What follows belongs to an exercise in optimizing a design on an open flow for small area and a short achievable clock period; a production flow would make more cautious choices. Function was checked by simulation only, so behaviour that the tests miss may differ from the original. Power figures rest on the tool's default switching activity, not on a simulated workload.

## job 101
==> flow/design.v (excerpt) <==
module final_top (clk,reset,data1,data2,data3,data4,data5,data6,data7,data8,data9,data10,data11,data12,data13,data14,data15,data16,wr1,wr2,wr3,wr4,wr5,wr6,wr7,wr8,wr9,wr10,wr11,wr12,wr13,wr14,wr15,wr16,datao1,datao2,datao3,datao4,datao5,datao6,datao7,datao8,datao9,datao10,datao11,datao12,datao13,datao14,datao15,datao16);
For scale: ~46000 µm² of cells after synthesis.
export LEC_CHECK = 0
export ABC_AREA = 1
export CAP_MARGIN = 40
export CORE_MARGIN = 2
export CORE_UTILIZATION = 60
export CTS_CLUSTER_DIAMETER = 80
export CTS_CLUSTER_SIZE = 24
export SLEW_MARGIN = 30
export SYNTH_HIERARCHICAL = 1
create_clock -name core_clock -period 11.0 [get_ports {clk}]
standard.sh (not shown) runs the stock make flow with config.mk's settings and CLKGATE_MAP_FILE= SYNTH_SCRIPT=/design/flow/synth_recipe.tcl, a recipe that flattens the netlist after the stock synthesis.
==> flow/flow/run.sh <==
#!/bin/bash
# Standard synthesis, then the standard layout steps with plain buffers on
# the ports and a larger setup repair margin, so that repair_timing works
# towards a shorter period than the clock's.
set -e
bash standard.sh synth > synth.log 2>&1
export SETUP_SLACK_MARGIN=${MARGIN:-8.1}
export BUFFER_PORTS_ARGS="-buffer_cell sky130_fd_sc_hd__buf_2"
bash standard.sh finish > layout.log 2>&1
Job 101 reached the final stage; the timing, DRC and antenna checks on its layout passed.
Edits applied to the flow inputs when going from job 101 to job 102:
diff --git a/flow/flow/run.sh b/flow/flow/run.sh
--- a/flow/flow/run.sh
+++ b/flow/flow/run.sh
@@ -5,5 +5,5 @@
 set -e
 bash standard.sh synth > synth.log 2>&1
-export SETUP_SLACK_MARGIN=${MARGIN:-8.1}
+export SETUP_SLACK_MARGIN=${MARGIN:-7.5}
 export BUFFER_PORTS_ARGS="-buffer_cell sky130_fd_sc_hd__buf_2"
 bash standard.sh finish > layout.log 2>&1
Results
- Job 102 reports a lower synthesis-to-layout area growth than job 101 does.
- The top metal layer carrying routed signals comes out met5 in one run and met4 in the other, namely in job 102 and job 101 respectively.
- Relative to job 101, the non-clock buffer count of job 102 is lower by 153.
- Of job 101 and job 102, job 102 shows the lower global-route met3 utilization, with job 101 above it.
- Going from job 101 to job 102, global-route usage fell by 0.24 points; number of antenna-violating nets in the routed design neither gained nor lost much; non-filler instance count after layout shrank by about 2.2%.
- Job 102 — endpoint arrival time on the critical path 20 ps higher, job 101 as reference
- Between job 101 and job 102, antenna diode instance count is higher for job 101, job 102 comes in under that.
- Combinational share of power delta for job 102 relative to job 101: 4.3 points lower
- Job 102 against job 101: cell area moved down, total instance count after detailed placement did not really move.
The inputs of job 103 differ from those of job 102 as listed below.
- changing CORE_UTILIZATION from 60 to 40
--- outcome ---
Across job 102 and job 103, the outcome is the same: a clean finish for every run.
Lower met1 layer usage reported by global route was reported by job 103, not job 102.
Summary of job 103 over job 102: number of cells after detailed placement +about 7%; final-layout fill cell count +4776; combinational fraction of design power -1.0 points; largest net degree at the start of global routing -26%; number of well taps +482.
Depth of the critical timing path with buffers and inverters included of job 102 is on par with job 103.
Changes in job 104 relative to job 103:
- changing CORE_UTILIZATION from 40 to 60
diff --git a/flow/flow/run.sh b/flow/flow/run.sh
--- a/flow/flow/run.sh
+++ b/flow/flow/run.sh
@@ -5,5 +5,5 @@
 set -e
 bash standard.sh synth > synth.log 2>&1
-export SETUP_SLACK_MARGIN=${MARGIN:-7.5}
+export SETUP_SLACK_MARGIN=${MARGIN:-7.8}
 export BUFFER_PORTS_ARGS="-buffer_cell sky130_fd_sc_hd__buf_2"
 bash standard.sh finish > layout.log 2>&1
Notes after the runs:
Compared with job 103, in job 104 pin count of the biggest net entering global routing +21, headroom to the max-slew limit +3.1 points, die area -33%, final net count +1.4%, die outline width -about 18%. Compared with job 103, job 104 shows number of well-tap cells placed that has gone down by more than a quarter. Diff job 103 -> job 104: combinational power now larger; shortest period the worst path allows saw a decrease.
Relative to job 104, the following input files were edited for job 105:
- CTS_CLUSTER_DIAMETER no longer set, was 80
- CORE_UTILIZATION now 40, was 60
- CTS_CLUSTER_SIZE no longer set, was 24
diff --git a/flow/flow/run.sh b/flow/flow/run.sh
--- a/flow/flow/run.sh
+++ b/flow/flow/run.sh
@@ -5,5 +5,5 @@
 set -e
 bash standard.sh synth > synth.log 2>&1
-export SETUP_SLACK_MARGIN=${MARGIN:-7.8}
+export SETUP_SLACK_MARGIN=${MARGIN:-7.5}
 export BUFFER_PORTS_ARGS="-buffer_cell sky130_fd_sc_hd__buf_2"
 bash standard.sh finish > layout.log 2>&1
### Flow results
Total number of nets in the final design of job 105 falls short of that of job 104 slightly.
Looking at fraction of standard cell area that is sequential, job 105 sits 0.59 points below job 104.
Job 105: maximum frequency 1.1% below job 104
Compare job 104 and job 105 | headroom to the max-slew limit higher: job 104
On effective utilization at floorplan: job 105 sits below job 104.
Job 105 and job 104 ended up with roughly the same cell area after placement.
Final critical path time including I/O delays and setup delta (job 105 − job 104): unfavourable
Relative to job 104, the post-route worst setup slack of job 105 is lower by 38 ps.
Area: job 105 vs job 104 -> job 105 larger
The higher signed area change from the synthesized netlist to the final layout of job 104 and job 105 is in job 105.

---

## v5
final_top, a different RTL version from the one above (not shown whole).
Size in the first run: roughly 5,900 cells after synthesis, ~1,100 flip-flops, ~0.045 mm^2 of cells after synthesis.
## final_top
module final_top (clk,reset,data1,data2,data3,data4,data5,data6,data7,data8,data9,data10,data11,data12,data13,data14,data15,data16,wr1,wr2,wr3,wr4,wr5,wr6,wr7,wr8,wr9,wr10,wr11,wr12,wr13,wr14,wr15,wr16,datao1,datao2,datao3,datao4,datao5,datao6,datao7,datao8,datao9,datao10,datao11,datao12,datao13,datao14,datao15,datao16);
clock: 11.0 ns
lec_check: 0
abc_area: 1
cap_margin: 40
core_margin: 2
core_utilization: 60
cts_cluster_diameter: 80
cts_cluster_size: 24
slew_margin: 30
synth_hierarchical: 1
==> flow/flow/run.sh <==
#!/bin/bash
# Standard synthesis, then the standard layout steps with plain buffers on
# the ports and a larger setup repair margin, so that repair_timing works
# towards a shorter period than the clock's.
set -e
bash standard.sh synth > synth.log 2>&1
export SETUP_SLACK_MARGIN=${MARGIN:-7.6}
export BUFFER_PORTS_ARGS="-buffer_cell sky130_fd_sc_hd__buf_2"
bash standard.sh finish > layout.log 2>&1
Setup changes, v5 to v1
--- a/flow/flow/run.sh
+++ b/flow/flow/run.sh
@@ -5,5 +5,5 @@
 set -e
 bash standard.sh synth > synth.log 2>&1
-export SETUP_SLACK_MARGIN=${MARGIN:-7.6}
+export SETUP_SLACK_MARGIN=${MARGIN:-7.5}
 export BUFFER_PORTS_ARGS="-buffer_cell sky130_fd_sc_hd__buf_2"
 bash standard.sh finish > layout.log 2>&1
### Flow results
Hold buffer count at cts came out exactly the same in v5 and v1.
NOTE number of vias per cell after detailed routing v5->v1 decreased slightly
From v5 to v1 the numbers moved as follows: number of I/O port buffers comparable, power now smaller.
Going from v5 to v1, CTS sink count essentially unchanged, final standard cell utilization of the core down 0.78 points.
On share of power burned in the clock network, v5 and v1 are neck and neck.
No stage failed in v1, and the final checks on the layout all came back clean.
On clock-pin slew on the worst setup and hold paths, v5 and v1 are basically level.
Here is what was changed in the inputs of v50 compared with v1.
- setting GPL_TIMING_DRIVEN to 0 for the first time
[summary]
sky130_fd_sc_hd__dfrtp_1 as the cell with the largest stage delay on the worst path was reported by v1, and sky130_fd_sc_hd__nand4_1 by v50.
Between v50 and v1, the difference in post-synthesis cell count is negligible.
Relative to v1, v50 degrades overall power of the completed layout.
For the total met2 wirelength after detailed routing, v50 came in about 9% higher than v1 did.
The higher worst slack on hold paths came out of v1.
[compare] base=v1 new=v50: post-route cell area higher; global-route track usage on met3 higher; sequential share of layout area lower; share of synthesized area occupied by flip-flops and latches roughly the same.
Compared with v1, v50 improves maximum clock frequency.
v50: full flow OK, the timing, DRC and antenna checks passed
The clock net sink count of v1 and that of v50 are within noise of each other.
The run showing the greater wire length of the first global-routing pass is v50.
> inputs changed (v50 -> v4)
- GPL_TIMING_DRIVEN no longer set, was 0
--- a/flow/flow/run.sh
+++ b/flow/flow/run.sh
@@ -5,5 +5,5 @@
 set -e
 bash standard.sh synth > synth.log 2>&1
-export SETUP_SLACK_MARGIN=${MARGIN:-7.5}
+export SETUP_SLACK_MARGIN=${MARGIN:-7.7}
 export BUFFER_PORTS_ARGS="-buffer_cell sky130_fd_sc_hd__buf_2"
 bash standard.sh finish > layout.log 2>&1
### Flow results
Compared with v50, amount of wire on met3 after detailed routing in v4 decreased by more than 10%.
There was hardly any difference in portion of total power attributed to combinational logic between v4 and v50.
Summary of the comparison: maximum net fanout on the critical path is lower in v4, relative to v50.
Depth of the critical timing path with buffers and inverters included: lower on v4
> inputs changed (v4 -> v10)
- PLACE_DENSITY: unset -> 0.72
--- a/flow/flow/run.sh
+++ b/flow/flow/run.sh
@@ -5,5 +5,5 @@
 set -e
 bash standard.sh synth > synth.log 2>&1
-export SETUP_SLACK_MARGIN=${MARGIN:-7.7}
+export SETUP_SLACK_MARGIN=${MARGIN:-7.5}
 export BUFFER_PORTS_ARGS="-buffer_cell sky130_fd_sc_hd__buf_2"
 bash standard.sh finish > layout.log 2>&1
Notes after the runs:
v10 ran to completion and came out clean on the timing, DRC and antenna checks.
The final worst slack of v10 and that of v4 are within noise of each other.
v10 falls short of v4 in clock network power.
As far as sequential power is concerned, v4 and v10 perform about the same.
NOTE sum of internal, switching and leakage power v4->v10 decreased slightly
The final reports for v10 and v4 show cell area lower in the former.
There was hardly any difference in clock latency on the worst-skew pair between v4 and v10.
Between v10 and v4, the maximum clock frequency figures differ only marginally.
When the final numbers for v10 and v4 were put side by side, the count of clock-buffer cells in the layout turned out to be greater in v4.
Looking at wire length after detailed routing across v10 and v4, the one that comes out lower is v10.
Between v10 and v4, it is v10 whose post-layout net count is lower, by 47.

---

final_top with an RTL version that a note above also has.
For scale: about 5700 cells after synthesis, ~1100 flip-flops, ~270 I/O pins, about 46000 um2 of cells after synthesis.
Settings: LEC_CHECK=0, ABC_AREA=1, CAP_MARGIN=40, CORE_MARGIN=2, CORE_UTILIZATION=60, CTS_CLUSTER_DIAMETER=80, CTS_CLUSTER_SIZE=24, SLEW_MARGIN=30, SYNTH_HIERARCHICAL=1; clock period 11.0 ns.
==> flow/flow/run.sh <==
#!/bin/bash
# Standard synthesis, then the standard layout steps with plain buffers on
# the ports and a larger setup repair margin, so that repair_timing works
# towards a shorter period than the clock's. After global placement the
# flip-flops that drive output ports are moved next to their port buffers.
set -e
bash standard.sh synth > synth.log 2>&1
export SETUP_SLACK_MARGIN=${MARGIN:-7.8}
export BUFFER_PORTS_ARGS="-buffer_cell sky130_fd_sc_hd__buf_2"
RES=$PWD/orfs/results/$FLOW_PLATFORM/final_top/base
bash standard.sh $RES/3_3_place_gp.odb > place_gp.log 2>&1
ODB=$RES/3_3_place_gp.odb STEP=${STEP:-6000} openroad -no_init -exit flow/move_oregs.tcl > move_oregs.log 2>&1
touch $RES/3_3_place_gp.odb
bash standard.sh finish > layout.log 2>&1
==> flow/flow/move_oregs.tcl <==
# Move each flip-flop that drives an output port's buffer next to that
# buffer, so that the flip-flop's output wire is short. Detailed placement
# legalizes the moved cells afterwards.
read_db $::env(ODB)
set block [ord::get_db_block]
set moved 0
foreach bt [$block getBTerms] {
  if {[$bt getIoType] ne "OUTPUT"} { continue }
  set net [$bt getNet]
  if {$net eq "NULL"} { continue }
  set buf ""
  foreach it [$net getITerms] {
    if {[$it isOutputSignal]} { set buf [$it getInst] }
  }
  if {$buf eq ""} { continue }
  set ff ""
  foreach it [$buf getITerms] {
    if {[$it isInputSignal] && [$it getNet] ne "NULL"} {
      foreach it2 [[$it getNet] getITerms] {
        if {[$it2 isOutputSignal]} { set ff [$it2 getInst] }
      }
    }
  }
  if {$ff eq "" || ![string match "*df*" [[$ff getMaster] getName]]} { continue }
  lassign [$buf getLocation] bx by
  set bb [$bt getBBox]
  set px [$bb xMin]; set py [$bb yMin]
  # step a little from the buffer towards the core centre
  set die [$block getDieArea]
  set cx [expr {([$die xMin] + [$die xMax]) / 2}]
  set cy [expr {([$die yMin] + [$die yMax]) / 2}]
  set dx [expr {$cx - $bx}]; set dy [expr {$cy - $by}]
  set len [expr {sqrt($dx*$dx + $dy*$dy)}]
  if {$len > 0} {
    set nx [expr {int($bx + $dx / $len * $::env(STEP))}]
    set ny [expr {int($by + $dy / $len * $::env(STEP))}]
  } else { set nx $bx; set ny $by }
  $ff setLocation $nx $ny
  incr moved
}
puts "moved $moved flip-flops"
write_db $::env(ODB)
Then changed:
==> flow/flow/run.sh (replaced) <==
#!/bin/bash
# Standard synthesis, then the standard layout steps with plain buffers on
# the ports and a larger setup repair margin, so that repair_timing works
# towards a shorter period than the clock's.
set -e
bash standard.sh synth > synth.log 2>&1
export SETUP_SLACK_MARGIN=${MARGIN:-7.5}
export BUFFER_PORTS_ARGS="-buffer_cell sky130_fd_sc_hd__buf_2"
bash standard.sh finish > layout.log 2>&1
--- a/flow/config.mk
+++ b/flow/config.mk
@@ -11 +11 @@
-export CORE_UTILIZATION = 60
+export CORE_UTILIZATION = 70
removed: flow/flow/move_oregs.tcl
Clock-buffer cell count came out lower by 4.
Power came out lower by a little under a tenth.
Hold slack barely changes.
Combinational power falls by about a fifth.
Setup slack degrades by 0.093 ns.
Final cell count shrinks by a few percent.
Die area decreases by about a fifth.
Maximum frequency goes down by a few percent.
Via count shrinks slightly.
Final area went down by a little under a tenth.
Non-clock buffer count is lower by 117.
Then changed:
--- a/flow/flow/run.sh
+++ b/flow/flow/run.sh
@@ -4 +4,2 @@
-# towards a shorter period than the clock's.
+# towards a shorter period than the clock's. After global placement the
+# flip-flops that drive output ports are moved next to their port buffers.
@@ -7 +8 @@
-export SETUP_SLACK_MARGIN=${MARGIN:-7.5}
+export SETUP_SLACK_MARGIN=${MARGIN:-7.6}
@@ -8,0 +10,4 @@
+RES=$PWD/orfs/results/$FLOW_PLATFORM/final_top/base
+bash standard.sh $RES/3_3_place_gp.odb > place_gp.log 2>&1
+ODB=$RES/3_3_place_gp.odb STEP=${STEP:-6000} openroad -no_init -exit flow/move_oregs.tcl > move_oregs.log 2>&1
+touch $RES/3_3_place_gp.odb
==> flow/flow/move_oregs.tcl (new file) <==
# Move each flip-flop that drives an output port's buffer next to that
# buffer, so that the flip-flop's output wire is short. Detailed placement
# legalizes the moved cells afterwards.
read_db $::env(ODB)
set block [ord::get_db_block]
set moved 0
foreach bt [$block getBTerms] {
  if {[$bt getIoType] ne "OUTPUT"} { continue }
  set net [$bt getNet]
  if {$net eq "NULL"} { continue }
  set buf ""
  foreach it [$net getITerms] {
    if {[$it isOutputSignal]} { set buf [$it getInst] }
  }
  if {$buf eq ""} { continue }
  set ff ""
  foreach it [$buf getITerms] {
    if {[$it isInputSignal] && [$it getNet] ne "NULL"} {
      foreach it2 [[$it getNet] getITerms] {
        if {[$it2 isOutputSignal]} { set ff [$it2 getInst] }
      }
    }
  }
  if {$ff eq "" || ![string match "*df*" [[$ff getMaster] getName]]} { continue }
  lassign [$buf getLocation] bx by
  set bb [$bt getBBox]
  set px [$bb xMin]; set py [$bb yMin]
  # step a little from the buffer towards the core centre
  set die [$block getDieArea]
  set cx [expr {([$die xMin] + [$die xMax]) / 2}]
  set cy [expr {([$die yMin] + [$die yMax]) / 2}]
  set dx [expr {$cx - $bx}]; set dy [expr {$cy - $by}]
  set len [expr {sqrt($dx*$dx + $dy*$dy)}]
  if {$len > 0} {
    set nx [expr {int($bx + $dx / $len * $::env(STEP))}]
    set ny [expr {int($by + $dy / $len * $::env(STEP))}]
  } else { set nx $bx; set ny $by }
  $ff setLocation $nx $ny
  incr moved
}
puts "moved $moved flip-flops"
write_db $::env(ODB)
--- a/flow/config.mk
+++ b/flow/config.mk
@@ -11 +11 @@
-export CORE_UTILIZATION = 70
+export CORE_UTILIZATION = 60
- wire length rose by 7.0%
- count of clock-buffer cells in the layout increases by 2
- area after synthesis stays the same
- fmax grows by about 0.7%
- global-route usage goes down by 2.8 points
- register-to-register slack improves by 0.06 ns
- die area rose by about 16%
- design area went up by 2.4%

[static timing again, ports no longer ideal]
In the flow no input, the clock included, has a driving cell. The finished layouts below were timed again as built, in two steps. Step 1 assumes that a clkbuf_16 drives the clock port and a buf_2 every other input. Step 2 also shifts input and output timing later by t, the mid clock arrival at the registers, as if the neighbouring blocks saw the same clock. Slacks: ideal / step 1 / step 2; pairs: ideal / step 1.
run | shift t [ns] | slack for setup (ns) | worst setup path after step 2 | pins driven straight from the clock port
job 101 | 0.708 | 7.503 / 7.432 / 7.095 | input to register | 1
job 102 | 0.714 | 7.484 / 7.414 / 6.874 | input to register | 1
job 103 | 0.754 | 7.464 / 7.389 / 6.865 | input to register | 1
job 104 | 0.720 | 7.494 / 7.422 / 7.099 | input to register | 1
job 105 | 0.770 | 7.456 / 7.381 / 6.791 | input to register | 1
v5 | 0.702 | 7.501 / 7.433 / 6.954 | input to register | 1
v1 | 0.700 | 7.490 / 7.419 / 6.921 | input to register | 1
v50 | 0.714 | 7.507 / 7.459 / 6.845 | input to register | 1
v4 | 0.702 | 7.524 / 7.457 / 7.001 | input to register | 1
v10 | 0.699 | 7.521 / 7.452 / 6.907 | input to register | 1
the first run of note 3 | 0.715 | 7.600 / 7.529 / 7.068 | input to register | 1
the second run of note 3 | 0.719 | 7.507 / 7.457 / 6.834 | input to register | 1
the third run of note 3 | 0.724 | 7.532 / 7.522 / 6.857 | input to register | 1
After both steps setup and hold are still met in every run listed. The setup slack of the third run of note 3, which loses most, moves by -0.010 ns with the drivers and by -0.675 ns with both steps.
